Source: an optimization exercise on an open RTL-to-GDS flow (aim: small area). Production flows keep margins and buffers that such runs may drop. The RTL was checked by simulation tests, not by an equivalence proof against the original design. No activity file was given, so power comes from the tool's default toggle rates.

--- design/flow/design.v ---
`timescale 1ns / 1ps
module Frankie(
	input clock,
	input reset,
	input [15:0] io_in,
	output [15:0] io_out,
	output [15:0] mem_addr,
	output [15:0] mem_wdata,
	output mem_we,
	input [15:0] mem_rdata
	);
	reg [2:0] st;
	reg kern;             
	reg [15:0] pc, sp, mary, shel, ra, copc, comary, io_q;
	reg [15:2] ir;
	reg comp;
	wire sF = (st == 3'd0);
	wire sD = (st == 3'd1);
	wire sE1 = (st == 3'd2);
	wire sE2 = (st == 3'd3);
	wire sK = (st == 3'd4);
	wire rF = sF & ~reset;
	wire rD = sD & ~reset;
	wire rE1 = sE1 & ~reset;
	wire rE2 = sE2 & ~reset;
	wire rK = sK & ~reset;
	wire [4:0] op = ir[14:10];
	wire f = ir[15];
	wire [7:0] imm = ir[9:2];
	wire io = &imm;
	wire [15:0] memval = io ? io_in : mem_rdata;
	wire o_aput = (op == 5'd0);
	wire o_sput = (op == 5'd1);
	wire o_aadd = (op == 5'd2);
	wire o_asub = (op == 5'd3);
	wire o_spek = (op == 5'd4);
	wire o_spop = (op == 5'd5);
	wire o_rpop = (op == 5'd6);
	wire o_jimm = (op == 5'd7);
	wire o_jacc = (op == 5'd8);
	wire o_jcmp = (op == 5'd9);
	wire o_jret = (op == 5'd10);
	wire o_jfnc = (op == 5'd11);
	wire o_cequ = (op == 5'd12);
	wire o_cles = (op == 5'd13);
	wire o_cgre = (op == 5'd14);
	wire o_lorr = (op == 5'd15);
	wire o_land = (op == 5'd16);
	wire o_shfl = (op == 5'd17);
	wire o_shfr = (op == 5'd18);
	wire o_load = (op == 5'd19);
	wire o_stor = (op == 5'd20);
	wire o_bkac = (op == 5'd21);
	wire o_bkra = (op == 5'd22);
	wire o_swap = (op == 5'd23);
	wire o_cmp = o_cequ | o_cles | o_cgre;
	wire o_push = o_sput | o_bkac | o_bkra;
	wire o_pop = o_spop | o_rpop;
	wire o_shift = o_shfl | o_shfr;
	wire o_jump = o_jimm | o_jfnc | o_jcmp;
	wire two = o_aadd | o_asub | o_spek | o_pop | o_cmp | o_lorr |
	           o_land | o_shift | o_load;
	wire [15:0] B = (((f & ~o_sput) | o_swap)) ? shel : {8'b0, imm};
	wire [4:0] nop = mem_rdata[14:10];
	wire n_push = (nop == 5'd1) | (nop == 5'd21) | (nop == 5'd22);
	wire n_spek = (nop == 5'd4);
	wire [7:0] limm = sD ? mem_rdata[9:2] : imm;
	wire [15:0] lsimm = {{6{limm[7]}}, limm, 2'b00};
	wire intr = (io_in != 16'd0) & ~kern & ~sK;
	reg [15:0] aop, xop;
	reg inv, cin;
	always @* begin
		aop = 16'd0;
		xop = 16'd0;
		inv = 1'b0;
		cin = 1'b0;
		if (rF) begin
			aop = pc;
			cin = 1'b1;
		end
		if (rD) begin
			aop = sp;
			if (n_spek) xop = lsimm;
			else cin = 1'b1;
		end
		if (rE1) begin
			if (o_spek) aop = sp;
			else if (f & (o_jacc | o_jump)) aop = pc;
			if (o_spek) begin
				xop = lsimm;
				inv = 1'b1;
				cin = 1'b1;
			end else if (o_jacc & f) xop = {mary[11:0], 4'b0};
			else if (o_jacc | o_stor | (o_bkac & ~f)) xop = mary;
			else if (o_jret | o_bkra) xop = ra;
			else if (o_swap | o_sput | o_bkac) xop = B;
			else xop = {{8{imm[7] & (f | o_aput)}}, imm};    
		end
		if (rE2) begin
			if (o_pop) begin
				aop = sp;
				inv = 1'b1;
				cin = 1'b0;
			end else begin
				aop = mary;
				xop = B;
				inv = o_asub | o_cmp;
				cin = o_asub | o_cmp;
			end
		end
		if (rK) xop = 16'd254;
	end
	wire [15:0] sum = aop + (xop ^ {16{inv}}) + {15'b0, cin};
	wire zero = (sum == 16'd0);
	wire big = rE1 & (|B[15:4]);
	wire [3:0] sha = rE1 ? B[3:0] : 4'd0;
	wire [15:0] rmary = {mary[0], mary[1], mary[2], mary[3], mary[4], mary[5], mary[6], mary[7],
	                     mary[8], mary[9], mary[10], mary[11], mary[12], mary[13], mary[14], mary[15]};
	wire [15:0] shin = o_shfr ? rmary : mary;
	wire [15:0] shv = big ? 16'd0 : (shin << sha);
	wire sel_mem = rE2 & (o_spek | o_pop | o_load);
	wire sel_or = rE2 & o_lorr;
	wire sel_and = rE2 & o_land;
	wire sel_sh = (rE1 | rE2) & o_shift;
	reg [15:0] res;
	always @* begin
		if (sel_mem) res = memval;
		else if (sel_or) res = mary | B;
		else if (sel_and) res = mary & B;
		else if (sel_sh) res = shv;
		else res = sum;
	end
	assign mem_addr = (sE1 & (o_push | o_spek | o_pop)) ? sp : (sE1 & (o_load | o_stor)) ? B : pc;
	assign mem_we = sE1 & (o_stor | o_push) & ~io;
	assign mem_wdata = xop;
	assign io_out = io_q;
	wire ret = (pc == 16'd255);
	always @(posedge clock) begin
		if (reset) begin
			st <= 3'd0;
			kern <= 1'b0;
		end else begin
			if (intr) st <= 3'd4;
			else if (sF) st <= 3'd1;
			else if (sD) st <= 3'd2;
			else if (sE1 & two) st <= 3'd3;
			else st <= 3'd0;
			if (sK) kern <= 1'b1;
		end
	end
	always @(posedge clock) begin
		if (~kern & ~sK) copc <= pc;
		if (~kern & ~sK & ~(sE2 & o_shift)) comary <= mary;
	end
	always @(posedge clock) begin
		if (sD) ir <= mem_rdata[15:2];
	end
	always @(posedge clock) begin
		if (reset | (rE1 & o_stor & io)) io_q <= res;
	end
	always @(posedge clock) begin
		if (reset | rF | rK | (rE1 & (o_jret | o_jacc | o_jimm | o_jfnc | (o_jcmp & comp))))
			pc <= (rF & ret) ? copc : res;
	end
	always @(posedge clock) begin
		if (reset | (rD & (n_push | n_spek) & ~intr) | (rE1 & o_spek) | (rE2 & o_pop))
			sp <= sum;
	end
	always @(posedge clock) begin
		if (reset | (rF & ret) | (rE1 & ((o_aput & ~f) | o_swap | (o_shift & ~intr))) |
		    (rE2 & (((o_spek | o_spop) & ~f) | o_load | o_aadd | o_asub | o_lorr | o_land | o_shift)))
			mary <= (rF & ret) ? comary : res;
	end
	always @(posedge clock) begin
		if (reset | (rE1 & ((o_aput & f) | o_swap)) | (rE2 & (o_spek | o_spop) & f))
			shel <= (rE1 & o_swap) ? mary : res;
	end
	always @(posedge clock) begin
		if (reset | (rE1 & o_jfnc) | (rE2 & o_rpop))
			ra <= (rE1 & o_jfnc) ? pc : res;
	end
	always @(posedge clock) begin
		if (reset) comp <= 1'b0;
		else if (sE2 & o_cmp)
			comp <= o_cequ ? zero : o_cles ? sum[15] : (~sum[15] & ~zero);
	end
endmodule
--- design/flow/flow/run.sh ---
#!/bin/bash
# Own flow: the standard layout, with
#  - synthesis mapping the logic with an area-oriented ABC script (flow/synth.tcl, flow/area.abc),
#  - the smallest buffer on each port,
#  - a clock tree built from small clock buffers, without dummy loads.
# Each step's full output goes to a log file in this folder.
set -euo pipefail
W=$(pwd)
bash standard.sh SYNTH_SCRIPT=$W/flow/synth.tcl synth > $W/synth.log 2>&1
grep -q "abc with script" orfs/logs/*/Frankie/base/1_2_yosys.log
# the rest of the standard layout
bash standard.sh \
  "BUFFER_PORTS_ARGS=-buffer_cell sky130_fd_sc_hd__buf_1" \
  "CTS_ARGS=-sink_clustering_enable -repair_clock_nets -dont_use_dummy_load -buf_list sky130_fd_sc_hd__clkbuf_8 -root_buf sky130_fd_sc_hd__clkbuf_8" \
  finish > $W/layout.log 2>&1
--- design/flow/flow/area.abc ---
strash; dc2; &get -n; &deepsyn -T 40; &put; dch -f; amap; topo; stime -c; upsize -D 5000; dnsize -D 5000
--- design/flow/flow/synth.tcl ---
# The standard synthesis (synth_recipe.tcl), with ABC's technology mapping run on an
# area-oriented script (area.abc beside this file) instead of ORFS's speed script.
# Registers are mapped before ABC runs, so their names and cells are unchanged.
proc synth {args} { yosys synth -nofsm -noshare {*}$args }
set ::area_abc [file join [file dirname [file normalize [info script]]] area.abc]
proc abc {args} {
  set i [lsearch -exact $args -script]
  if {$i >= 0} {
    set args [lreplace $args [expr {$i + 1}] [expr {$i + 1}] $::area_abc]
  }
  puts "abc with script $::area_abc"
  yosys abc {*}$args
}
source $::env(SCRIPTS_DIR)/synth.tcl
# left out here: clear keep_hierarchy, flatten, clean up, hide names made inside functions, write 1_2_yosys.v
--- design/flow/standard.sh ---
#!/bin/bash
# synth_recipe.tcl (not shown) runs the flow's synth.tcl, then flattens the netlist and writes it again
# the make line also repeats each setting of config.mk as NAME=value (left out here)
make -C /OpenROAD-flow-scripts/flow DESIGN_CONFIG=/design/flow/config.mk WORK_HOME=/design/flow/orfs CLKGATE_MAP_FILE= SYNTH_SCRIPT=/design/flow/synth_recipe.tcl "${@:-finish}"
--- design/flow/config.mk ---
export PLATFORM = sky130hd
export DESIGN_NAME = Frankie
export DESIGN_NICKNAME = Frankie
export VERILOG_FILES = /design/flow/design.v
export SDC_FILE = /design/flow/constraint.sdc
export NUM_CORES = 4
export LEC_CHECK = 0
export CAP_MARGIN = 20
export CORE_MARGIN = 2
export CORE_UTILIZATION = 40
export GPL_TIMING_DRIVEN = 0
export PLACE_DENSITY = 0.6
export SLEW_MARGIN = 20
--- design/flow/constraint.sdc ---
create_clock -name core_clock -period 8.0 [get_ports {clock}]
set_input_delay 1.6000 -clock core_clock [delete_from_list [all_inputs] [get_ports {clock}]]
set_output_delay 1.6000 -clock core_clock [all_outputs]
set_load 0.01 [all_outputs]
==> results of run 1 <==
[layout make-up]
cell class	instances	area, µm²	share of cell area, %
timing repair buffer	116	649	6.27
clock buffer	17	234	2.26
multi-input combinational	663	4120	39.7
sequential	147	4360	42.1
inverter	169	651	6.28
tap	280	350	3.38
[state kept, by name (all words and copies together), names as in the netlist]
name	count
pc	16
ra	16
mary	16
shel	16
sp	16
io_q	16
copc	16
comp	1
comary	16
kern	1
ir	14
st	3
[cell families (layout without fill, tap and decap cells)]
logic type	count (synthesis)	in the layout	share of synthesized area (%)
DFF	147	147	49.4
and+or+nand+nor	268	268	13.0
adders and majority gates	16	16	2.43
AOI/OAI and AO/OA	379	379	28.0
buffers and inverters	169	302	7.18
[per-stage QoR]
stage / cell area (µm²) / instances / setup TNS, ns
2_1_floorplan: 8850 / 979 / 0
3_3_place_gp: 9510 / 1341 / -123.39
3_5_place_dp: 9690 / 1352 / -118.31
4_1_cts: 10100 / 1374 / 0
5_1_grt: 10400 / 1392 / -0.0574
6_report: 10400 / 1392 / 0
[layer usage]
| layer | share of wire (%) | up-vias |
|---|---|---|
| met5 | 0 | - |
| met4 | 5.4 | 0 |
| met3 | 12 | 116 |
| met2 | 41 | 704 |
| met1 | 41 | 4314 |
| li1 | - | 3997 |
[power by group through the flow]
stage	Combinational [µW]	Clock, µW	Sequential, µW
6_report	749	462	1220
5_1_grt	794	491	1230
4_1_cts	701	458	1210
3_5_place_dp	684	0	1220
3_3_place_gp	663	0	1230
2_1_floorplan	397	0	1160
[worst paths after layout]
check,startpoint,endpoint,slack (ns),depth (start not counted)
worst max-delay path,st[0],comp,0.43,37
worst min-delay path,comp,comp,0.48,2
worst max register to register,st[0],comp,0.43,37
worst min register to register,comp,comp,0.48,2
[worst max-delay path: cells and delay by family (launching register included)]
family | cells | cell delay (ns)
AOI/OAI and AO/OA | 14 | 2.09
adders and majority gates | 2 | 0.93
buffers and inverters | 5 | 0.84
DFF | 1 | 0.63
and+or+nand+nor | 16 | 2.99
[cells in the final DEF (no fill, tap or decap), types with 6 or more instances in the layout]
cell type | Yosys | routed
a31oi_1 | 16 | 14
ha_1 | 14 | 14
clkbuf_8 | 0 | 17
nor2_4 | 0 | 7
buf_4 | 0 | 23
edfxtp_1 | 142 | 142
nor4_1 | 10 | 9
nor2_1 | 130 | 120
o22ai_1 | 74 | 70
a222oi_1 | 13 | 13
a22oi_1 | 18 | 18
nand4_1 | 7 | 7
a211oi_1 | 22 | 19
o21a_1 | 13 | 13
buf_6 | 0 | 6
nor3_1 | 25 | 19
nand3_1 | 10 | 10
nand2_1 | 66 | 65
a21oi_1 | 60 | 57
o22a_1 | 12 | 12
o2111ai_1 | 6 | 6
o221ai_1 | 26 | 23
clkinv_1 | 168 | 163
o21ai_0 | 89 | 84
buf_1 | 0 | 81
[cells in the mapped netlist (2+ instances only)]
| master | count | area (µm²) |
|---|---|---|
| clkinv_1 | 168 | 631 |
| edfxtp_1 | 142 | 4260 |
| nor2_1 | 130 | 488 |
| o21ai_0 | 89 | 445 |
| o22ai_1 | 74 | 463 |
| nand2_1 | 66 | 248 |
| a21oi_1 | 60 | 300 |
| o221ai_1 | 26 | 228 |
| nor3_1 | 25 | 125 |
| a211oi_1 | 22 | 165 |
| a22oi_1 | 18 | 135 |
| a31oi_1 | 16 | 100 |
| ha_1 | 14 | 175 |
| a222oi_1 | 13 | 130 |
| o21a_1 | 13 | 97.6 |
| o22a_1 | 12 | 105 |
| nand3_1 | 10 | 50.1 |
| nor4_1 | 10 | 62.6 |
| nand4_1 | 7 | 43.8 |
| o2111ai_1 | 6 | 52.6 |
| dfxtp_1 | 5 | 100 |
| nand2b_1 | 5 | 31.3 |
| or2_0 | 5 | 31.3 |
| or4_1 | 5 | 37.5 |
| a21o_1 | 4 | 30.0 |
| or3_1 | 4 | 25.0 |
| a2111oi_0 | 3 | 26.3 |
| a32oi_1 | 3 | 26.3 |
| o32ai_1 | 3 | 26.3 |
| a221oi_1 | 2 | 17.5 |
| a22o_1 | 2 | 17.5 |
| a311oi_1 | 2 | 17.5 |
| fa_1 | 2 | 40.0 |
| o211ai_1 | 2 | 15.0 |
| o21bai_1 | 2 | 15.0 |
[what timing repair did]
| item | 4_1_cts | 5_1_grt |
|---|---|---|
| pin swaps | 3 | 6 |
| buffers inserted | 5 | 17 |
| resized for setup | 23 | 30 |
| hold endpoints to repair | 0 | 0 |
| hold buffers | 0 | 0 |
| setup endpoints to repair | 88 | 24 |
==> results.toml, run 1 <==
[finish]
final_layout_size_suffix_gt1_share_pct = 8.54
layout.nets = 1164
n_fill_cell = 2123
antennaDiodeCount = 0
synthToLayoutAreaGrowth_pct = 17.3
fin_util_pct = 47.6

[outcome]
status = "complete, no violations"

[placement]
gp_congestion = 1.03
io_buffers = 82
dpl.hpwl_um = 31800
dp_slack_ns = -2.91

[grt]
met3_usage_pct = 9.47
gr-usage-all-layers_pct = 34.6
use_met1_pct = 49.9
grt_pass1_wl_um = 58700
grt_pass1_vias = 8431
antenna_found_initial = 0
grt_max_degree = 27
grt_util_met2_pct = 49.2
grt-busiest-layer = "met1"
gr-total-overflow = 0

[cts]
root_buffer = "clkbuf_8"
cts_tree = "done"
numCtsBuffers = 17
cts.sinks = 147
clock_latency_ns = 0.46
clk_pin_slew_ns = 0.08
clk_path_buf_depth = 2
htreeDepth = 4

[sta]
hold_viol = 0
skew_ns = 0.0340
max_freq_mhz = 132
worst_slack_ns = 0.430
setup_violations = 0
max_slew_margin_pct = 22.5
fin_crit_ns = 7.57
maxSlewViolCount = 0
whs_ns = 0.479
worst_slew_pin_slew_ns = 1.15
min_period_over_period_pct = 94.6

[synthesis]
synth.cell_area_mm2 = 0.00884
synth_seq_cells = 147
synth_cell_types = 44
yosysWarnings = 1
syn_avg_cell_area_um2 = 9.03
synth_ff_type = "edfxtp_1"
synthCells = 979
syn_nets = 1029
synth_edf_count = 142
ys_async_sr_fraction_pct = 0
seq_area_frac_synth_pct = 49.4

[floorplanning]
rows = 54
fp.dieW_um = 153
core_area_mm2 = 0.0218
start_util_pct = 40.6
ios = 83
die_area_mm2 = 0.0233
die_h_um = 153

[routing]
dr_total_vias = 9131
drc = 0
drt_wl_total_um = 40900
avgRoutedWirePerCell_um = 29.4
vias_per_cell = 6.56
antenna_left = 0
dr.first_iter.drc_count = 1507
drtPass1Iterations = 6

[pwr]
p_leak_uw = 0.00342
internal-power_uw = 1480
power_frac_comb_pct = 30.8
clockPowerShare_pct = 19.0
ir_drop_mv = 0.0898
swShare_pct = 38.9
power_uw = 2430
switchingPower_uw = 945
seqPwrFrac_pct = 50.1
powerDensity_mw_per_mm2 = 234

[setup_path]
cp_data_arrival_time_ns = 7.94
start_kind = "register"
end_kind = "register"
slowest_stage = "dfxtp_1"
cpMostUsedCell = "nand2_1"
critPathKind = "reg -> reg"
required_ns = 8.37
path_max_fanout = 26
max_stage_delay_ns = 0.63

[min_path]
hold_class = "reg -> reg"

[flow_run]
maxCapViolCount = 0
==> inputs of run 2 (changes only) <==
--- a/design/flow/design.v
+++ b/design/flow/design.v
@@ -14,11 +14,12 @@
 	reg [15:0] pc, sp, mary, shel, ra, copc, comary, io_q;
 	reg [15:2] ir;
 	reg comp;
-	wire sF = (st == 3'd0);
-	wire sD = (st == 3'd1);
-	wire sE1 = (st == 3'd2);
-	wire sE2 = (st == 3'd3);
-	wire sK = (st == 3'd4);
+	localparam [2:0] S_F = 3'd0, S_D = 3'd1, S_E1 = 3'd2, S_E2 = 3'd3, S_K = 3'd4;
+	wire sF = (st == S_F);
+	wire sD = (st == S_D);
+	wire sE1 = (st == S_E1);
+	wire sE2 = (st == S_E2);
+	wire sK = (st == S_K);
 	wire rF = sF & ~reset;
 	wire rD = sD & ~reset;
 	wire rE1 = sE1 & ~reset;
@@ -64,6 +65,7 @@
 	wire [4:0] nop = mem_rdata[14:10];
 	wire n_push = (nop == 5'd1) | (nop == 5'd21) | (nop == 5'd22);
 	wire n_spek = (nop == 5'd4);
+	wire n_jfnc = (nop == 5'd11);
 	wire [7:0] limm = sD ? mem_rdata[9:2] : imm;
 	wire [15:0] lsimm = {{6{limm[7]}}, limm, 2'b00};
 	wire intr = (io_in != 16'd0) & ~kern & ~sK;
@@ -79,9 +81,9 @@
 			cin = 1'b1;
 		end
 		if (rD) begin
-			aop = sp;
+			aop = n_jfnc ? pc : sp;
 			if (n_spek) xop = lsimm;
-			else cin = 1'b1;
+			cin = n_push;
 		end
 		if (rE1) begin
 			if (o_spek) aop = sp;
@@ -137,14 +139,14 @@
 	wire ret = (pc == 16'd255);
 	always @(posedge clock) begin
 		if (reset) begin
-			st <= 3'd0;
+			st <= S_F;
 			kern <= 1'b0;
 		end else begin
-			if (intr) st <= 3'd4;
-			else if (sF) st <= 3'd1;
-			else if (sD) st <= 3'd2;
-			else if (sE1 & two) st <= 3'd3;
-			else st <= 3'd0;
+			if (intr) st <= S_K;
+			else if (sF) st <= S_D;
+			else if (sD) st <= S_E1;
+			else if (sE1 & two) st <= S_E2;
+			else st <= S_F;
 			if (sK) kern <= 1'b1;
 		end
 	end
@@ -176,8 +178,8 @@
 			shel <= (rE1 & o_swap) ? mary : res;
 	end
 	always @(posedge clock) begin
-		if (reset | (rE1 & o_jfnc) | (rE2 & o_rpop))
-			ra <= (rE1 & o_jfnc) ? pc : res;
+		if (reset | (rD & n_jfnc & ~intr) | (rE2 & o_rpop))
+			ra <= res;
 	end
 	always @(posedge clock) begin
 		if (reset) comp <= 1'b0;
--- a/design/flow/config.mk
+++ b/design/flow/config.mk
@@ -5,9 +5,9 @@
 export SDC_FILE = /design/flow/constraint.sdc
 export NUM_CORES = 4
 export LEC_CHECK = 0
-export CAP_MARGIN = 20
+export CAP_MARGIN = 0
 export CORE_MARGIN = 2
 export CORE_UTILIZATION = 40
 export GPL_TIMING_DRIVEN = 0
 export PLACE_DENSITY = 0.6
-export SLEW_MARGIN = 20
+export SLEW_MARGIN = 0
==> run 2 against run 1 <==
  * Maximum frequency is 1.8% lower
  * Sequential power down 3%
  * Worst setup slack got worse by 0.14 ns
  * Critical endpoint is now shel[15]
  * Still clean
  * Global-route usage fell by 0.56 points
  * Critical path depth stayed put
  * Largest cell class unchanged
==> results.toml, run 2 <==
[sta]
min_period_over_period_pct = 96.3
fin_crit_ns = 7.71
hold_viol = 0
setup_violations = 0
max_slew_margin_pct = 7.61
rsz0062_at_grt = "false"
skew_ns = 0.0324
max_freq_mhz = 130
maxSlewViolCount = 0
worst_slew_pin_slew_ns = 1.37

[setup_path]
path_max_fanout = 9
critPathKind = "in -> reg"
end_kind = "register"
cp_data_arrival_time_ns = 7.99
cpMostUsedCell = "nor2_1"
required_ns = 8.28
slowest_stage = "a21oi_1"
start_kind = "primary input"
max_stage_delay_ns = 0.35

[synthesis]
seq_area_frac_synth_pct = 50.8
synthCells = 929
synth_ff_type = "edfxtp_1"
synth_seq_cells = 147
synth_cell_types = 44
ys_async_sr_fraction_pct = 0
synth.cell_area_mm2 = 0.00859
syn_avg_cell_area_um2 = 9.24
yosysWarnings = 1
ys_top_cells_by_count = "145 x clkinv_1, 142 x edfxtp_1, 116 x nor2_1"
ys_top_cells_by_area = "edfxtp_1 50%, o21ai_0 6.5%, clkinv_1 6.3%"
syn_nets = 979
synth_top_area_share_pct = 49.7
synth_edf_count = 142
yosysTopAreaCell = "edfxtp_1"
synth_most_common_cell = "clkinv_1"

[routing]
antenna_left = 0
drtPass1Iterations = 8
dr_total_vias = 8750
vias_per_cell = 6.59
dr.first_iter.drc_count = 967
drt_wl_total_um = 38200
drc = 0
avgRoutedWirePerCell_um = 28.7

[floorplanning]
die_h_um = 151
start_util_pct = 40.8
fp.dieW_um = 151
die_area_mm2 = 0.0227
core_area_mm2 = 0.0210
ios = 83
rows = 53

[grt]
gr-total-overflow = 0
grt_pass1_vias = 7987
gr-usage-all-layers_pct = 34.0
grt_pass1_wl_um = 54500
grt_max_degree = 49
antenna_found_initial = 0

[cts]
clk_path_buf_depth = 2
cts.sinks = 147
root_buffer = "clkbuf_8"
clock_latency_ns = 0.48
clk_pin_slew_ns = 0.09
numCtsBuffers = 17
cts_hold_buffers = 0
htreeDepth = 4
cts_tree = "done"

[finish]
fin_util_pct = 47.1
final_layout_size_suffix_gt1_share_pct = 7.13
layout.nets = 1104
final_cell_mix = "142 x edfxtp_1, 137 x clkinv_1, 109 x nor2_1, 107 x o21ai_0, 81 x buf_1"
multi_input_comb_area_mm2 = 0.00382
n_fill_cell = 2032
antennaDiodeCount = 0
layout_commonest_cell = "edfxtp_1"
regArea_mm2 = 0.00436
synthToLayoutAreaGrowth_pct = 15.4

[pwr]
p_leak_uw = 0.00331
powerDensity_mw_per_mm2 = 231
power_uw = 2290
ir_drop_mv = 0.159

[placement]
gp_congestion = 1.03
io_buffers = 82
dpl.hpwl_um = 28300

[outcome]
status = "complete, no violations"

[min_path]
hold_class = "reg -> reg"

[flow_run]
maxCapViolCount = 0
-- run 2: changes by cell type after synthesis, sizes merged, moves of 9 or more --
cell / before / now
nand2: 66 / 77
a31oi: 16 / 5
a21oi: 60 / 42
o21ai: 90 / 111
clkinv: 168 / 145
o22ai: 74 / 65
nor2: 130 / 116
o221ai: 26 / 16
a211oi: 22 / 3
a2111oi: 3 / 17
-- run 2: worst paths after layout --
kind,to,cells after the start,slack [ns],startpoint
setup / recovery,shel[15],37,0.29,reset
hold / removal,comary[14],0,0.48,mary[14]
setup reg to reg,shel[15],37,0.50,ir[10]
hold reg to reg,comary[14],0,0.48,mary[14]
-- run 2: routing by layer --
layer  global-route usage (%)  wire length (µm)  vias to the layer above
met2                     49.3             16000                      691
li1                         -                 -                     3780
met4                     14.3              1810                        0
met1                     47.3             14900                     4152
met3                     10.2              5400                      127
met5                        0                 0                        -
-- run 2: critical path: cells and delay by family --
kind,cells,cell delay (ns)
buffers and inverters,3,0.56
adder cells (fa/ha/maj),1,0.22
AO/OA/AOI/OAI,12,2.42
AND/OR/NAND/NOR,21,3.18
-- run 2: per-stage QoR --
step	hold slack, ns	std cells	TNS [ns]	setup slack, ns	cell area, µm²
after detailed placement	0.459	1298	-92.60	-2.14	9410
after floorplan	0.435	929	0	0.953	8590
final	0.485	1327	0	0.292	9900
after global routing	0.515	1327	0	0.0646	9900
after global placement	0.468	1286	-166.66	-2.76	9240
after CTS	0.494	1320	0	0.0587	9760
-- run 2: layout make-up --
| cell class | count | share of cell area [%] |
|---|---|---|
| sequential | 147 | 44.1 |
| tap | 275 | 3.47 |
| timing repair buffer | 106 | 5.72 |
| multi-input combinational | 637 | 38.6 |
| inverter | 145 | 5.79 |
| clock buffer | 17 | 2.36 |
-- run 2: repair_timing --
action | 4_1_cts | 5_1_grt
pin swaps | 1 | 2
buffers inserted | 5 | 5
gates resized for setup | 18 | 13
endpoints found under the setup margin | 85 | 18
-- run 2: where the power goes --
part	switching, µW	internal (µW)
combinational	465	180
sequential	115	1070
clock	274	188
-- run 2: kinds of logic after synthesis --
family / after synthesis / share of synthesized area, %
AO/OA/AOI/OAI: 353 / 26.7
XOR/XNOR: 1 / 0.102
adder cells (fa/ha/maj): 16 / 2.51
buffers and inverters: 145 / 6.34
flip-flops: 147 / 50.8
AND/OR/NAND/NOR: 267 / 13.5
==> inputs of run 3 (changes only) <==
--- a/design/flow/flow/run.sh
+++ b/design/flow/flow/run.sh
@@ -12,4 +12,4 @@
 bash standard.sh \
   "BUFFER_PORTS_ARGS=-buffer_cell sky130_fd_sc_hd__buf_1" \
   "CTS_ARGS=-sink_clustering_enable -repair_clock_nets -dont_use_dummy_load -buf_list sky130_fd_sc_hd__clkbuf_8 -root_buf sky130_fd_sc_hd__clkbuf_8" \
-  finish > $W/layout.log 2>&1
+  RECOVER_POWER=100 finish > $W/layout.log 2>&1
==> run 3 against run 2 <==
  * The layout now fails its checks (capacitance limit, slew limit)
  * First-iteration DRC count increased by 37%
  * Count of clock-buffer cells in the layout unchanged
  * Sequential power is essentially flat
  * Highest routed layer unchanged
==> results.toml, run 3 <==
[outcome]
status = "complete, but fails checks"
violations = "capacitance limit, slew limit"

[sta]
fin_crit_ns = 7.76
max_slew_margin_pct = -78.8
hold_viol = 0
skew_ns = 0.0311
worst_slew_pin_slew_ns = 2.68
setup_violations = 0
final.setup.tns_ns = 0
maxSlewViolCount = 19
max_freq_mhz = 129
whs_ns = 0.465
min_period_over_period_pct = 97.0

[routing]
drc = 0
dr_total_vias = 8846
vias_per_cell = 6.57
dr.first_iter.drc_count = 1324
antenna_left = 0
drtPass1Iterations = 6
avgRoutedWirePerCell_um = 27.4
drt_wl_total_um = 36900

[finish]
final_layout_size_suffix_gt1_share_pct = 8.79
layout.nets = 1122
finalInstanceArea_mm2 = 0.0101
fin_util_pct = 47.8
synthToLayoutAreaGrowth_pct = 16.7
layout_commonest_cell = "edfxtp_1"
final_cell_mix = "142 x edfxtp_1, 141 x nor2_1, 133 x clkinv_1, 81 x buf_1, 71 x nand2_1"

[floorplanning]
die_area_mm2 = 0.0228
die_h_um = 151
start_util_pct = 41.0
rows = 53
core_area_mm2 = 0.0211
fp.dieW_um = 151
ios = 83

[setup_path]
end_kind = "register"
slowest_stage = "o22ai_2"
path_max_fanout = 21
max_stage_delay_ns = 0.46
critPathKind = "reg -> reg"
rrSetupSlack_ns = 0.24
start_kind = "register"
cp_data_arrival_time_ns = 7.93
required_ns = 8.17
cpMostUsedCell = "nor2_1"

[synthesis]
synth_top_family_by_area = "compound AO/OA/AOI/OAI gates"
synth_top_area_share_pct = 49.4
yosysWarnings = 1
synth_seq_cells = 147
synth_edf_count = 142
yosysTopAreaCell = "edfxtp_1"
syn_avg_cell_area_um2 = 9.18
synthMuxAreaShare_pct = 0
ys_top_cells_by_area = "edfxtp_1 49%, nor2_1 6.5%, clkinv_1 6.3%"
synth-simple-area-share_pct = 15.5
post_synth_xor_area_fraction_pct = 0
syn_nets = 991
synth_cell_types = 49
synth_compound_area_share_pct = 25.2
synthCells = 941
synthAdderAreaFrac_pct = 2.49
synth_ff_type = "edfxtp_1"
ys_top_cells_by_count = "150 x nor2_1, 144 x clkinv_1, 142 x edfxtp_1"
seq_area_frac_synth_pct = 50.5
synth.cell_area_mm2 = 0.00864
ys_async_sr_fraction_pct = 0
synth_most_common_cell = "nor2_1"

[cts]
numCtsBuffers = 17
cts_tree = "done"
htreeDepth = 4
clk_path_buf_depth = 2
root_buffer = "clkbuf_8"
clk_pin_slew_ns = 0.08
cts_hold_buffers = 0
cts.sinks = 147
clock_latency_ns = 0.46

[grt]
grt_pass1_vias = 8366
grt_max_degree = 49
gr-total-overflow = 0
antenna_found_initial = 1
gr-usage-all-layers_pct = 32.9
grt_pass1_wl_um = 53600

[placement]
postPlaceCellArea_mm2 = 0.00949
gp_congestion = 0.989
io_buffers = 82
dpl.hpwl_um = 27300

[pwr]
powerDensity_mw_per_mm2 = 234
ir_drop_mv = 0.104
p_leak_uw = 0.00338

[min_path]
hold_class = "reg -> reg"

[flow_run]
maxCapViolCount = 1
run 3: power breakdown:
group          switching (µW)  internal (µW)  total, µW
Combinational             495            208        702
Sequential                120           1080       1200
Clock                     263            187        450
run 3: cell type report:
class,count,area [µm²]
fill,2090,11000
multi-input combinational,649,4020
inverter,145,569
sequential,147,4360
tap,275,344
timing repair buffer,112,547
antenna,1,2.50
clock buffer,17,234
run 3: timing repair:
action	CTS	global route
buffers inserted	14	5
endpoints found under the setup margin	50	14
gates resized for setup	45	31
pin swaps	4	7
run 3: stage by stage:
stage          setup WS [ns]  std cells  total power (µW)
2_1_floorplan         0.0876        941              1550
3_3_place_gp           -3.08       1298              1840
3_5_place_dp           -2.51       1309              1860
4_1_cts              0.00823       1340              2330
5_1_grt              -0.0112       1345              2450
6_report               0.243       1346              2360
run 3: worst max-delay path, delay by kind of cell, from the launching register on:
| kind | cells | cell delay, ns |
|---|---|---|
| AO/OA/AOI/OAI | 15 | 2.87 |
| AND/OR/NAND/NOR | 21 | 2.43 |
| buffers and inverters | 6 | 1.37 |
| flip-flops | 1 | 0.44 |
| adder cells (fa/ha/maj) | 1 | 0.35 |
run 3: path summary, 6_finish.rpt:
check / startpoint / to / cells past startpoint
max: ir[11] / shel[15] / 43
min: mary[2] / comary[2] / 0
max reg2reg: ir[11] / shel[15] / 43
min reg2reg: mary[2] / comary[2] / 0
run 3: cells by family after synthesis:
kind of cell / Yosys count
AO/OA/AOI/OAI: 326
AND/OR/NAND/NOR: 307
flip-flops: 147
buffers and inverters: 145
adder cells (fa/ha/maj): 16
run 3: metal layers:
| layer | part of all wire [%] | global-route usage (%) |
|---|---|---|
| met5 | 0 | 0 |
| met4 | 4.9 | 14.7 |
| met3 | 11 | 7.71 |
| met2 | 44 | 51.0 |
| met1 | 40 | 43.9 |
==> inputs of run 4 (changes only) <==
--- a/design/flow/design.v
+++ b/design/flow/design.v
@@ -160,23 +160,23 @@
 	always @(posedge clock) begin
 		if (reset | (rE1 & o_stor & io)) io_q <= res;
 	end
-	always @(posedge clock) begin
-		if (reset | rF | rK | (rE1 & (o_jret | o_jacc | o_jimm | o_jfnc | (o_jcmp & comp))))
-			pc <= (rF & ret) ? copc : res;
-	end
+	wire pc_we = reset | rF | rK | (rE1 & (o_jret | o_jacc | o_jimm | o_jfnc | (o_jcmp & comp)));
+	wire pc_co = rF & ret;
+	always @(posedge clock)
+		pc <= ({16{~pc_we}} & pc) | ({16{pc_co}} & copc) | ({16{pc_we & ~pc_co}} & res);
 	always @(posedge clock) begin
 		if (reset | (rD & (n_push | n_spek) & ~intr) | (rE1 & o_spek) | (rE2 & o_pop))
 			sp <= sum;
 	end
-	always @(posedge clock) begin
-		if (reset | (rF & ret) | (rE1 & ((o_aput & ~f) | o_swap | (o_shift & ~intr))) |
-		    (rE2 & (((o_spek | o_spop) & ~f) | o_load | o_aadd | o_asub | o_lorr | o_land | o_shift)))
-			mary <= (rF & ret) ? comary : res;
-	end
-	always @(posedge clock) begin
-		if (reset | (rE1 & ((o_aput & f) | o_swap)) | (rE2 & (o_spek | o_spop) & f))
-			shel <= (rE1 & o_swap) ? mary : res;
-	end
+	wire mary_we = reset | (rF & ret) | (rE1 & ((o_aput & ~f) | o_swap | (o_shift & ~intr))) |
+	    (rE2 & (((o_spek | o_spop) & ~f) | o_load | o_aadd | o_asub | o_lorr | o_land | o_shift));
+	wire mary_co = rF & ret;
+	always @(posedge clock)
+		mary <= ({16{~mary_we}} & mary) | ({16{mary_co}} & comary) | ({16{mary_we & ~mary_co}} & res);
+	wire shel_we = reset | (rE1 & ((o_aput & f) | o_swap)) | (rE2 & (o_spek | o_spop) & f);
+	wire shel_sw = rE1 & o_swap;
+	always @(posedge clock)
+		shel <= ({16{~shel_we}} & shel) | ({16{shel_sw}} & mary) | ({16{shel_we & ~shel_sw}} & res);
 	always @(posedge clock) begin
 		if (reset | (rD & n_jfnc & ~intr) | (rE2 & o_rpop))
 			ra <= res;
==> design/flow/flow/run.sh (replaced) <==
#!/bin/bash
# Own flow: the standard layout (standard.sh), with
#  - synthesis mapping the logic with an area-oriented ABC script (flow/synth.tcl, flow/area.abc);
#    the registers are mapped before ABC runs, and this flow checks that they match the standard
#    synthesis's (names and cells), falling back to the standard synthesis if they do not,
#  - the smallest buffer (buf_1) on each port,
#  - a clock tree of clkbuf_8 buffers, without dummy loads.
# Each step's full output goes to a log file in this folder.
set -euo pipefail
W=$(pwd)
RES=orfs/results/sky130hd/Frankie/base

# the standard synthesis, as a reference for the registers
sed "s|WORK_HOME=[^ ]*|WORK_HOME=$W/orfs_ref|" standard.sh > ref_synth.sh
bash ref_synth.sh synth > $W/ref_synth.log 2>&1

bash standard.sh SYNTH_SCRIPT=$W/flow/synth.tcl synth > $W/synth.log 2>&1
if ! grep -q "abc with script" orfs/logs/*/Frankie/base/1_2_yosys.log ||
   ! python3 flow/regs.py orfs_ref/results/sky130hd/Frankie/base/1_2_yosys.v $RES/1_2_yosys.v > $W/regs.log 2>&1; then
  echo "falling back to the standard synthesis" >> $W/regs.log
  rm -rf orfs
  bash standard.sh synth > $W/synth.log 2>&1
fi

# the rest of the standard layout
bash standard.sh \
  "BUFFER_PORTS_ARGS=-buffer_cell sky130_fd_sc_hd__buf_1" \
  "CTS_ARGS=-sink_clustering_enable -repair_clock_nets -dont_use_dummy_load -buf_list sky130_fd_sc_hd__clkbuf_8 -root_buf sky130_fd_sc_hd__clkbuf_8" \
  finish > $W/layout.log 2>&1
==> design/flow/flow/regs.py (new file) <==
#!/usr/bin/env python3
"""regs.py REF MINE: exit 0 if both netlists have the same registers (instance name and cell
family), else print the difference and exit 1."""
import re
import sys

CELL = re.compile(r"^\s*(sky130_fd_sc_hd__\w+)\s+(\\\S+|\w+)\s*\(", re.M)


def regs(path):
    text = open(path).read()
    return {
        name.lstrip("\\"): re.sub(r"_\d+$", "", cell)
        for cell, name in CELL.findall(text)
        if re.search(r"__(e|s|se)?df", cell)
    }


ref, mine = regs(sys.argv[1]), regs(sys.argv[2])
if ref == mine and ref:
    print(f"registers match: {len(ref)}")
    sys.exit(0)
print(f"registers differ: reference {len(ref)}, this synthesis {len(mine)}")
for n in sorted(set(ref) ^ set(mine))[:20]:
    print("  ", n, ref.get(n), mine.get(n))
sys.exit(1)
--- a/design/flow/config.mk
+++ b/design/flow/config.mk
@@ -5,9 +5,9 @@
 export SDC_FILE = /design/flow/constraint.sdc
 export NUM_CORES = 4
 export LEC_CHECK = 0
-export CAP_MARGIN = 0
+export CAP_MARGIN = 10
 export CORE_MARGIN = 2
 export CORE_UTILIZATION = 40
 export GPL_TIMING_DRIVEN = 0
 export PLACE_DENSITY = 0.6
-export SLEW_MARGIN = 0
+export SLEW_MARGIN = 10
==> run 4 against run 3 <==
  * The run now finishes clean
  * Highest routed layer unchanged
  * Non-clock buffer count unchanged
  * Sequential power fell by 7%
  * Synthesized cell count grew 3.3%
  * Register-to-register slack improved by 0.36 ns
  * Global-route usage up 0.23 points
  * Critical endpoint is now pc[15]
==> results.toml, run 4 <==
[outcome]
status = "complete, no violations"

[cts]
clock_latency_ns = 0.48
cts_hold_buffers = 0
htreeDepth = 4
cts.sinks = 147
cts_tree = "done"
root_buffer = "clkbuf_8"
numCtsBuffers = 17
clk_path_buf_depth = 2
clk_pin_slew_ns = 0.09

[finish]
layout_commonest_cell = "clkinv_1"
finalInstanceArea_mm2 = 0.00997
synthToLayoutAreaGrowth_pct = 16.7
final_cell_mix = "159 x clkinv_1, 98 x nor2_1, 94 x edfxtp_1, 81 x buf_1, 71 x nand2_1"
layout.nets = 1153
final_layout_size_suffix_gt1_share_pct = 9.08
n_fill_cell = 2075
antennaDiodeCount = 0

[synthesis]
syn_avg_cell_area_um2 = 8.79
synthAdderAreaFrac_pct = 2.52
synth_cell_types = 48
ys_async_sr_fraction_pct = 0
synth.cell_area_mm2 = 0.00855
yosysWarnings = 1
synth_edf_count = 94
synthCells = 972
synth_seq_cells = 147
synth_most_common_cell = "clkinv_1"
synth_compound_area_share_pct = 30.0
synth_top_area_share_pct = 33.0
yosysTopAreaCell = "edfxtp_1"
synth-simple-area-share_pct = 14.5
post_synth_xor_area_fraction_pct = 0
syn_nets = 1022
ys_top_cells_by_count = "169 x clkinv_1, 108 x nor2_1, 94 x edfxtp_1"
synth_top_family_by_area = "compound AO/OA/AOI/OAI gates"
synthMuxAreaShare_pct = 0
synth_ff_type = "edfxtp_1"
ys_top_cells_by_area = "edfxtp_1 33%, dfxtp_1 12%, clkinv_1 7.4%"
seq_area_frac_synth_pct = 45.4

[floorplanning]
rows = 53
start_util_pct = 40.7
core_area_mm2 = 0.0210
die_area_mm2 = 0.0225
ios = 83
die_h_um = 150
fp.dieW_um = 150

[sta]
max_slew_margin_pct = 14.5
maxSlewViolCount = 0
final.setup.tns_ns = 0
skew_ns = 0.0281
hold_viol = 0
max_freq_mhz = 134
setup_violations = 0
min_period_over_period_pct = 93.5
worst_slew_pin_slew_ns = 1.27
fin_crit_ns = 7.48

[setup_path]
required_ns = 8.36
path_max_fanout = 13
rr_worst_depth = 45
r2r-end = "pc[15]"
cpMostUsedCell = "nor2_1"
slowest_stage = "a221o_2"
cp_data_arrival_time_ns = 7.84
critPathKind = "in -> reg"
start_kind = "primary input"
rr_startpoint = "ir[12]"
end_kind = "register"
max_stage_delay_ns = 0.43
rrSetupSlack_ns = 0.60

[min_path]
worstHoldStart = "copc[3]"
hold_class = "reg -> reg"
min_path_cells = 2
hold_path_end = "pc[3]"

[routing]
antenna_left = 0
dr_total_vias = 8957
drc = 0
avgRoutedWirePerCell_um = 26.9
drtPass1Iterations = 6
dr.first_iter.drc_count = 1077
vias_per_cell = 6.51
drt_wl_total_um = 37100

[grt]
gr-usage-all-layers_pct = 33.1
grt-busiest-layer = "met2"
use_met1_pct = 44.1
met3_usage_pct = 6.27
gr-total-overflow = 0
grt_max_degree = 31
grt_pass1_wl_um = 54000
grt_util_met2_pct = 52.3
antenna_found_initial = 0
grt_pass1_vias = 8311

[pwr]
p_leak_uw = 0.00323
ir_drop_mv = 0.0966
power_uw = 2230
powerDensity_mw_per_mm2 = 224

[placement]
io_buffers = 82
dpl.hpwl_um = 28400
gp_congestion = 1.04
postPlaceCellArea_mm2 = 0.00941

[flow_run]
maxCapViolCount = 0
run 4: changes by cell type after synthesis, moves of 22 or more:
cell	delta
dfxtp_1	+48
clkinv_1	+25
edfxtp_1	-48
o221ai_1	+30
nor2_1	-42
a2111oi_0	-22
run 4: area by class of cell:
cell class | instances | area [µm²] | share of cell area, %
multi-input cells | 655 | 4260 | 42.7
clock buffers | 17 | 234 | 2.35
repair buffers | 112 | 573 | 5.75
well taps | 275 | 344 | 3.45
flip-flops and latches | 147 | 3880 | 38.9
inverters | 170 | 678 | 6.80
run 4: metal layers:
| metal | part of all wire [%] | routed length [µm] | vias to the layer above |
|---|---|---|---|
| li1 | - | - | 4015 |
| met1 | 41 | 15300 | 4298 |
| met2 | 45 | 16800 | 538 |
| met3 | 9.0 | 3340 | 106 |
| met4 | 4.3 | 1600 | 0 |
| met5 | 0 | 0 | - |
run 4: worst max path at each step:
stage / from / to / slack [ns]
floorplan: reset / pc[15] / 0.30
global placement: ir[11] / mary[15] / -2.49
detailed placement: reset / pc[15] / -2.49
CTS: reset / pc[15] / -0.05
global route: ir[10] / pc[15] / -0.002
finish: reset / pc[15] / 0.52
run 4: power by group:
part / internal [µW] / leakage, µW / switching, µW
Combinational: 201 / 0.00171 / 465
Clock: 187 / 0.000122 / 260
Sequential: 996 / 0.00139 / 123
Total: 1380 / 0.00323 / 848
run 4: cells by family (layout without fill, tap and decap cells):
kind of cell | Yosys count | after routing
AO/OA/AOI/OAI | 360 | 360
adder cells (fa/ha/maj) | 16 | 16
buffers and inverters | 170 | 299
flip-flops | 147 | 147
AND/OR/NAND/NOR | 279 | 279
run 4: stage by stage:
step / hold WS, ns / instances / setup WS, ns / utilization [%]
final: 0.452 / 1376 / 0.518 / 47.4
after global routing: 0.483 / 1376 / -0.00195 / 47.4
after CTS: 0.454 / 1360 / -0.0463 / 46.3
after detailed placement: 0.452 / 1340 / -2.49 / 44.7
after global placement: 0.443 / 1329 / -2.49 / 43.8
after floorplan: 0.437 / 972 / 0.301 / -
run 4: what timing repair did:
item,CTS,global route
endpoints found under the setup margin,84,26
pin swaps,1,6
buffers inserted,3,16
resized for setup,26,33
run 4: critical path: cells and delay by family:
family          cells  cell delay (ns)
compound gates     13             2.70
fa+ha+maj           1             0.29
buf+inv             5             0.70
simple gates       20             2.51
==> inputs of run 5 (changes only) <==
--- a/design/flow/design.v
+++ b/design/flow/design.v
@@ -55,13 +55,15 @@
 	wire o_bkra = (op == 5'd22);
 	wire o_swap = (op == 5'd23);
 	wire o_cmp = o_cequ | o_cles | o_cgre;
+	wire o_jump = o_jimm | o_jfnc | o_jcmp;
 	wire o_push = o_sput | o_bkac | o_bkra;
 	wire o_pop = o_spop | o_rpop;
 	wire o_shift = o_shfl | o_shfr;
-	wire o_jump = o_jimm | o_jfnc | o_jcmp;
 	wire two = o_aadd | o_asub | o_spek | o_pop | o_cmp | o_lorr |
 	           o_land | o_shift | o_load;
-	wire [15:0] B = (((f & ~o_sput) | o_swap)) ? shel : {8'b0, imm};
+	wire selshel = (f & ~(o_sput | o_aput | o_jump)) | o_swap;
+	wire sx = o_aput | (f & o_jump);
+	wire [15:0] B = selshel ? shel : {{8{imm[7] & sx}}, imm};
 	wire [4:0] nop = mem_rdata[14:10];
 	wire n_push = (nop == 5'd1) | (nop == 5'd21) | (nop == 5'd22);
 	wire n_spek = (nop == 5'd4);
@@ -95,8 +97,7 @@
 			end else if (o_jacc & f) xop = {mary[11:0], 4'b0};
 			else if (o_jacc | o_stor | (o_bkac & ~f)) xop = mary;
 			else if (o_jret | o_bkra) xop = ra;
-			else if (o_swap | o_sput | o_bkac) xop = B;
-			else xop = {{8{imm[7] & (f | o_aput)}}, imm};    
+			else xop = B;    
 		end
 		if (rE2) begin
 			if (o_pop) begin
==> run 5 against run 4 <==
  * Still clean
  * Maximum frequency is 2.4% lower
  * Power up 4.5%
  * First-iteration DRC count increased by 10%
  * Flip-flop and latch count is the same
  * Clock skew grew 0.024 ns
  * Via count hardly changed
  * Non-clock buffer count up 18
  * Area after synthesis is 1.1% lower
  * Cell count fell by 0.36%
  * Die area shrank 1.1%
  * Cell area rose by 1.5%
  * Combinational power rose by 13%
  * Critical path type unchanged
==> results.toml, run 5 <==
[routing]
vias_per_cell = 6.53
antenna_left = 0
drtPass1Iterations = 8
drc = 0
avgRoutedWirePerCell_um = 26.9
dr_total_vias = 8956
drt_wl_total_um = 36800
dr.first_iter.drc_count = 1189

[synthesis]
synth-simple-area-share_pct = 14.8
synthCells = 949
ys_top_cells_by_count = "145 x clkinv_1, 125 x nor2_1, 94 x edfxtp_1"
synth_seq_cells = 147
synth_top_area_share_pct = 33.4
yosysTopAreaCell = "edfxtp_1"
seq_area_frac_synth_pct = 46.0
post_synth_xor_area_fraction_pct = 0.104
synth_ff_type = "edfxtp_1"
synthMuxAreaShare_pct = 0
synth_edf_count = 94
ys_async_sr_fraction_pct = 0
synthAdderAreaFrac_pct = 2.55
synth.cell_area_mm2 = 0.00845
synth_top_family_by_area = "compound AO/OA/AOI/OAI gates"
syn_avg_cell_area_um2 = 8.91
synth_most_common_cell = "clkinv_1"
yosysWarnings = 1
synth_cell_types = 49
synth_compound_area_share_pct = 30.1
ys_top_cells_by_area = "edfxtp_1 33%, dfxtp_1 13%, clkinv_1 6.4%"
syn_nets = 999

[floorplanning]
core_area_mm2 = 0.0209
die_h_um = 149
fp.dieW_um = 149
rows = 53
ios = 83
start_util_pct = 40.5
die_area_mm2 = 0.0223

[setup_path]
cp_data_arrival_time_ns = 8.00
end_kind = "register"
max_stage_delay_ns = 0.32
start_kind = "primary input"
required_ns = 8.33
rr_worst_depth = 45
slowest_stage = "o221ai_2"
critPathKind = "in -> reg"
cpMostUsedCell = "nor2_1"
path_max_fanout = 9

[pwr]
power_uw = 2330
p_leak_uw = 0.00338
powerDensity_mw_per_mm2 = 230
ir_drop_mv = 0.113

[finish]
layout.cells.non_filler = 1371
antennaDiodeCount = 0
final_layout_size_suffix_gt1_share_pct = 12.0
layout.nets = 1148
final_cell_mix = "137 x clkinv_1, 112 x nor2_1, 94 x edfxtp_1, 81 x buf_1, 72 x nand2_1"
synthToLayoutAreaGrowth_pct = 19.7
layout_commonest_cell = "clkinv_1"
fin_util_pct = 48.4

[sta]
hold_viol = 0
setup_violations = 0
fin_crit_ns = 7.66
worst_slew_pin_slew_ns = 1.43
whs_ns = 0.447
final.setup.tns_ns = 0
maxSlewViolCount = 0
max_slew_margin_pct = 3.92
skew_ns = 0.0519
max_freq_mhz = 130
min_period_over_period_pct = 95.8

[grt]
grt_util_met2_pct = 50.1
antenna_found_initial = 1
grt-busiest-layer = "met2"
grt_pass1_wl_um = 53000
gr-total-overflow = 0
use_met1_pct = 44.2
met3_usage_pct = 7.61
grt_max_degree = 33
grt_pass1_vias = 8242
gr-usage-all-layers_pct = 33.0

[cts]
root_buffer = "clkbuf_8"
cts.sinks = 147
cts_tree = "done"
htreeDepth = 4
cts_hold_buffers = 0
clk_pin_slew_ns = 0.09
clock_latency_ns = 0.48
clk_path_buf_depth = 2
numCtsBuffers = 17

[placement]
dpl.hpwl_um = 27900
gp_congestion = 1.08
io_buffers = 82
dp_cells = 1325

[flow_run]
maxCapViolCount = 0

[min_path]
min_path_cells = 0
hold_class = "reg -> reg"

[outcome]
status = "complete, no violations"
[run 5: cell types whose count changed in the layout (fill, tap and decap cells not counted), sizes merged, moves of 9 or more]
cell / change
clkinv: -21
buf: +17
nor2: +17
a22oi: +9
a2111oi: +13
o21ai: -18
a221o: -15
[run 5: power breakdown]
part / internal [µW] / switching [µW] / total (µW)
combinational: 243 / 507 / 750
sequential: 1010 / 121 / 1130
clock: 187 / 265 / 452
total: 1440 / 893 / 2330
[run 5: critical path, delay by kind of cell]
family                   cells  cell delay, ns
adder cells (fa/ha/maj)      1            0.28
AND/OR/NAND/NOR             24            2.71
XOR/XNOR                     1            0.17
AO/OA/AOI/OAI               14            2.37
buffers and inverters        7            0.84
[run 5: cell type report]
| type | instances | area [µm²] |
|---|---|---|
| Fill cell | 2053 | 10800 |
| Multi-Input combinational cell | 655 | 4380 |
| Sequential cell | 147 | 3880 |
| Timing Repair Buffer | 130 | 706 |
| Inverter | 147 | 577 |
| Tap cell | 275 | 344 |
| Clock buffer | 17 | 234 |
[run 5: final timing paths]
check | start | to | slack [ns]
hold / removal | pc[10] | copc[10] | 0.45
hold reg to reg | pc[10] | copc[10] | 0.45
setup reg to reg | ir[11] | pc[15] | 0.42
setup / recovery | reset | pc[15] | 0.34
[run 5: repair_timing]
action,4_1_cts,5_1_grt
resized for setup,55,32
gates cloned,0,0
buffers inserted,26,3
endpoints found under the setup margin,29,16
pin swaps,7,5
[run 5: per-stage QoR]
step / setup slack [ns] / cell area (µm²)
final: 0.336 / 10100
after global routing: -0.0318 / 10100
after CTS: 0.0228 / 9990
after global placement: -3.34 / 9100
after detailed placement: -2.51 / 9330
after floorplan: 0.0606 / 8450
[run 5: layer usage]
layer  part of all wire (%)  up-vias  wire (µm)
met5                      0        -          0
met4                    5.5        0       2030
met3                     11      103       3910
met2                     43      557      15900
met1                     41     4304      15000
li1                       -     3992          -
[run 5: cell families (layout without fill, tap and decap cells)]
logic type | Yosys count | after routing
buffers and inverters | 147 | 294
adders and majority gates | 16 | 16
AOI/OAI and AO/OA | 351 | 351
xor gates and xnor gates | 1 | 1
DFF | 147 | 147
and+or+nand+nor | 287 | 287
==> inputs of run 6 (changes only) <==
--- a/design/flow/design.v
+++ b/design/flow/design.v
@@ -71,48 +71,21 @@
 	wire [7:0] limm = sD ? mem_rdata[9:2] : imm;
 	wire [15:0] lsimm = {{6{limm[7]}}, limm, 2'b00};
 	wire intr = (io_in != 16'd0) & ~kern & ~sK;
-	reg [15:0] aop, xop;
-	reg inv, cin;
-	always @* begin
-		aop = 16'd0;
-		xop = 16'd0;
-		inv = 1'b0;
-		cin = 1'b0;
-		if (rF) begin
-			aop = pc;
-			cin = 1'b1;
-		end
-		if (rD) begin
-			aop = n_jfnc ? pc : sp;
-			if (n_spek) xop = lsimm;
-			cin = n_push;
-		end
-		if (rE1) begin
-			if (o_spek) aop = sp;
-			else if (f & (o_jacc | o_jump)) aop = pc;
-			if (o_spek) begin
-				xop = lsimm;
-				inv = 1'b1;
-				cin = 1'b1;
-			end else if (o_jacc & f) xop = {mary[11:0], 4'b0};
-			else if (o_jacc | o_stor | (o_bkac & ~f)) xop = mary;
-			else if (o_jret | o_bkra) xop = ra;
-			else xop = B;    
-		end
-		if (rE2) begin
-			if (o_pop) begin
-				aop = sp;
-				inv = 1'b1;
-				cin = 1'b0;
-			end else begin
-				aop = mary;
-				xop = B;
-				inv = o_asub | o_cmp;
-				cin = o_asub | o_cmp;
-			end
-		end
-		if (rK) xop = 16'd254;
-	end
+	wire a_pc = rF | (rD & n_jfnc) | (rE1 & f & (o_jacc | o_jump));
+	wire a_sp = (rD & ~n_jfnc) | (rE1 & o_spek) | (rE2 & o_pop);
+	wire a_mary = rE2 & ~o_pop;
+	wire x_lsimm = (rD & n_spek) | (rE1 & o_spek);
+	wire x_mary4 = rE1 & o_jacc & f;
+	wire x_mary = rE1 & ((o_jacc & ~f) | o_stor | (o_bkac & ~f));
+	wire x_ra = rE1 & (o_jret | o_bkra);
+	wire x_B = (rE1 & ~(o_spek | o_jacc | o_stor | (o_bkac & ~f) | o_jret | o_bkra)) |
+	           (rE2 & ~o_pop);
+	wire [15:0] aop = ({16{a_pc}} & pc) | ({16{a_sp}} & sp) | ({16{a_mary}} & mary);
+	wire [15:0] xop = ({16{x_lsimm}} & lsimm) | ({16{x_mary4}} & {mary[11:0], 4'b0}) |
+	                  ({16{x_mary}} & mary) | ({16{x_ra}} & ra) | ({16{x_B}} & B) |
+	                  ({16{rK}} & 16'd254);
+	wire inv = (rE1 & o_spek) | (rE2 & (o_pop | o_asub | o_cmp));
+	wire cin = rF | (rD & n_push) | (rE1 & o_spek) | (rE2 & (o_asub | o_cmp));
 	wire [15:0] sum = aop + (xop ^ {16{inv}}) + {15'b0, cin};
 	wire zero = (sum == 16'd0);
 	wire big = rE1 & (|B[15:4]);
@@ -125,15 +98,13 @@
 	wire sel_or = rE2 & o_lorr;
 	wire sel_and = rE2 & o_land;
 	wire sel_sh = (rE1 | rE2) & o_shift;
-	reg [15:0] res;
-	always @* begin
-		if (sel_mem) res = memval;
-		else if (sel_or) res = mary | B;
-		else if (sel_and) res = mary & B;
-		else if (sel_sh) res = shv;
-		else res = sum;
-	end
-	assign mem_addr = (sE1 & (o_push | o_spek | o_pop)) ? sp : (sE1 & (o_load | o_stor)) ? B : pc;
+	wire sel_sum = ~(sel_mem | sel_or | sel_and | sel_sh);
+	wire [15:0] res = ({16{sel_mem & io}} & io_in) | ({16{sel_mem & ~io}} & mem_rdata) |
+	                  ({16{sel_or}} & (mary | B)) | ({16{sel_and}} & (mary & B)) |
+	                  ({16{sel_sh}} & shv) | ({16{sel_sum}} & sum);
+	wire ad_sp = sE1 & (o_push | o_spek | o_pop);
+	wire ad_B = sE1 & (o_load | o_stor);
+	assign mem_addr = ({16{ad_sp}} & sp) | ({16{ad_B}} & B) | ({16{~(ad_sp | ad_B)}} & pc);
 	assign mem_we = sE1 & (o_stor | o_push) & ~io;
 	assign mem_wdata = xop;
 	assign io_out = io_q;
==> run 6 against run 5 <==
  * Still clean
  * First-iteration DRC count up 11%
  * Worst setup slack worse by 0.10 ns
  * Register-to-register slack got worse by 0.18 ns
  * Clock power down 2%
  * Flip-flop and latch count unchanged
  * Sequential power grew 9.7%
  * Combinational power is 25% higher
  * Cell count down 4.5%
  * Critical path depth down 20
  * Via count is 3.0% lower
==> results.toml, run 6 <==
[grt]
grt_max_degree = 25
gr-usage-all-layers_pct = 34.4
grt_pass1_vias = 8018
grt_pass1_wl_um = 54000
antenna_found_initial = 0
gr-total-overflow = 0

[synthesis]
synth_most_common_cell = "clkinv_1"
ys_top_cells_by_area = "edfxtp_1 34%, dfxtp_1 13%, o221ai_1 5.6%"
synth_edf_count = 94
yosysWarnings = 1
syn_avg_cell_area_um2 = 9.14
seq_area_frac_synth_pct = 47.1
synth.cell_area_mm2 = 0.00824
synth_cell_types = 48
syn_nets = 952
synth_ff_type = "edfxtp_1"
synth_top_area_share_pct = 34.2
ys_async_sr_fraction_pct = 0
ys_top_cells_by_count = "119 x clkinv_1, 100 x nor2_1, 94 x edfxtp_1"
synthCells = 902
yosysTopAreaCell = "edfxtp_1"
synth_seq_cells = 147

[finish]
layout.nets = 1091
antennaDiodeCount = 0
fin_util_pct = 48.0
synthToLayoutAreaGrowth_pct = 17.7
final_layout_size_suffix_gt1_share_pct = 9.72
final_cell_mix = "113 x clkinv_1, 94 x nor2_1, 94 x edfxtp_1, 83 x buf_1, 68 x nand2_1"
layout_commonest_cell = "clkinv_1"
n_fill_cell = 2015

[cts]
cts_hold_buffers = 0
cts.sinks = 147
clock_latency_ns = 0.50
numCtsBuffers = 17
clk_pin_slew_ns = 0.08
cts_tree = "done"
htreeDepth = 4
root_buffer = "clkbuf_8"
clk_path_buf_depth = 2

[pwr]
p_leak_uw = 0.00320
powerDensity_mw_per_mm2 = 270
ir_drop_mv = 0.150

[outcome]
status = "complete, no violations"

[routing]
avgRoutedWirePerCell_um = 28.6
drtPass1Iterations = 7
drc = 0
vias_per_cell = 6.64
antenna_left = 0
drt_wl_total_um = 37500
dr_total_vias = 8689
dr.first_iter.drc_count = 1318

[setup_path]
required_ns = 8.38
path_max_fanout = 16
end_kind = "register"
start_kind = "register"
cp_data_arrival_time_ns = 8.14
critPathKind = "reg -> reg"

[placement]
dpl.hpwl_um = 29000
io_buffers = 82
gp_congestion = 1.02

[sta]
hold_viol = 0
maxSlewViolCount = 0
final.setup.tns_ns = 0
max_freq_mhz = 129
min_period_over_period_pct = 97.1
setup_violations = 0
fin_crit_ns = 7.76
whs_ns = 0.413
worst_slew_pin_slew_ns = 1.33
skew_ns = 0.0403
max_slew_margin_pct = 10.4

[floorplanning]
rows = 52
die_area_mm2 = 0.0218
ios = 83
die_h_um = 148
start_util_pct = 40.7
fp.dieW_um = 148
core_area_mm2 = 0.0202

[flow_run]
maxCapViolCount = 0

[min_path]
hold_class = "reg -> reg"
run 6: worst max-delay path: stages (launching register included):
cell      delay, ns
edfxtp_1       0.51
clkinv_1       0.37
nor2_2         0.45
nand3_1        0.15
o21a_1         0.23
nor2_1         0.25
o21ai_4        0.19
clkinv_2       0.26
o22ai_2        0.20
o221ai_1       0.58
o21ai_1        0.17
fa_2           0.42
fa_1           0.46
clkinv_1       0.08
a21oi_1        0.06
o21bai_1       0.20
nand2_1        0.12
o21ai_2        0.12
clkinv_1       0.16
nor4_1         0.24
or4b_4         0.52
or4_1          0.52
or4_1          0.50
or3_4          0.41
nand3_1        0.09
o21ai_0        0.09
o221ai_1       0.19
a21oi_1        0.10
run 6: what timing repair did:
action | CTS | global route
endpoints found under the setup margin | 72 | 20
pin swaps | 8 | 3
cloned | 1 | 0
resized for setup | 26 | 18
buffers inserted | 15 | 5
run 6: cell type report:
cell class	instances	area (µm²)	share of cell area [%]
well taps	270	338	3.48
repair buffers	119	596	6.14
inverters	120	462	4.76
clock buffers	17	234	2.41
multi-input cells	636	4190	43.2
flip-flops and latches	147	3880	40.0
run 6: path summary, 6_finish.rpt:
check | startpoint | to | slack, ns | cells after the start
hold reg to reg | comary[0] | mary[0] | 0.41 | 2
setup / recovery | ir[10] | comp | 0.24 | 27
hold / removal | comary[0] | mary[0] | 0.41 | 2
setup reg to reg | ir[10] | comp | 0.24 | 27
run 6: cell families (layout without fill, tap and decap cells):
family / count (synthesis) / after routing / share of synthesized area [%]
simple gates: 261 / 262 / 14.3
compound gates: 358 / 358 / 30.5
buf+inv: 120 / 256 / 5.46
fa+ha+maj: 16 / 16 / 2.61
flops: 147 / 147 / 47.1
run 6: power breakdown:
part | internal (µW) | switching, µW
sequential | 1070 | 167
combinational | 269 | 665
clock | 187 | 258
run 6: metrics by stage:
stage | total power, µW | cell area, µm² | setup slack (ns) | instances
2_1_floorplan | 1680 | 8270 | 0.0792 | 902
5_1_grt | 2720 | 9710 | -0.00523 | 1309
3_5_place_dp | 2110 | 9130 | -3.02 | 1270
4_1_cts | 2560 | 9600 | 0.0631 | 1303
6_report | 2620 | 9710 | 0.236 | 1309
3_3_place_gp | 2090 | 8910 | -3.85 | 1254
run 6: metal layers:
metal	share of wire, %	vias to the layer above	track usage [%]	wire, µm
met5	0	-	0	0
met4	2.7	0	10.6	1020
met3	13	68	9.38	4830
met2	42	649	49.3	15800
met1	42	4150	50.6	15800
li1	-	3822	-	-

## static timing again, ports no longer ideal
The results above use ideal ports. As a check the final layouts listed here were re-extracted and re-timed, cells and wires unchanged.
Step 1: set_driving_cell puts a clkbuf_16 on clock and a buf_2 on each other input, an assumption about the parent block.
Step 2 moves the port delays by t, midway between the first and last clock arrival at a register: inputs arrive t later, outputs are due t later. That takes back most of the time a late clock gives input paths.
Three values: ideal, step 1, step 2; two values: the first two.
run | t (ns) | setup slack, ns | worst setup path at the end | worst data-port slew with drivers (ns) | pins driven straight from the clock port
run 1 | 0.488 | 0.430 / 0.430 / -0.011 | input to register | 0.03 | 1
run 2 | 0.506 | 0.292 / 0.313 / -0.193 | input to register | 0.04 | 1
run 3 | 0.491 | 0.243 / 0.243 / -0.206 | input to register | 0.04 | 1
run 4 | 0.506 | 0.518 / 0.534 / 0.028 | input to register | 0.03 | 1
run 5 | 0.494 | 0.336 / 0.354 / -0.140 | input to register | 0.03 | 1
run 6 | 0.516 | 0.236 / 0.236 / -0.150 | input to register | 0.04 | 1
For run 4, which loses most, drivers alone change the setup slack by +0.016 ns; drivers and shift together by -0.490 ns.
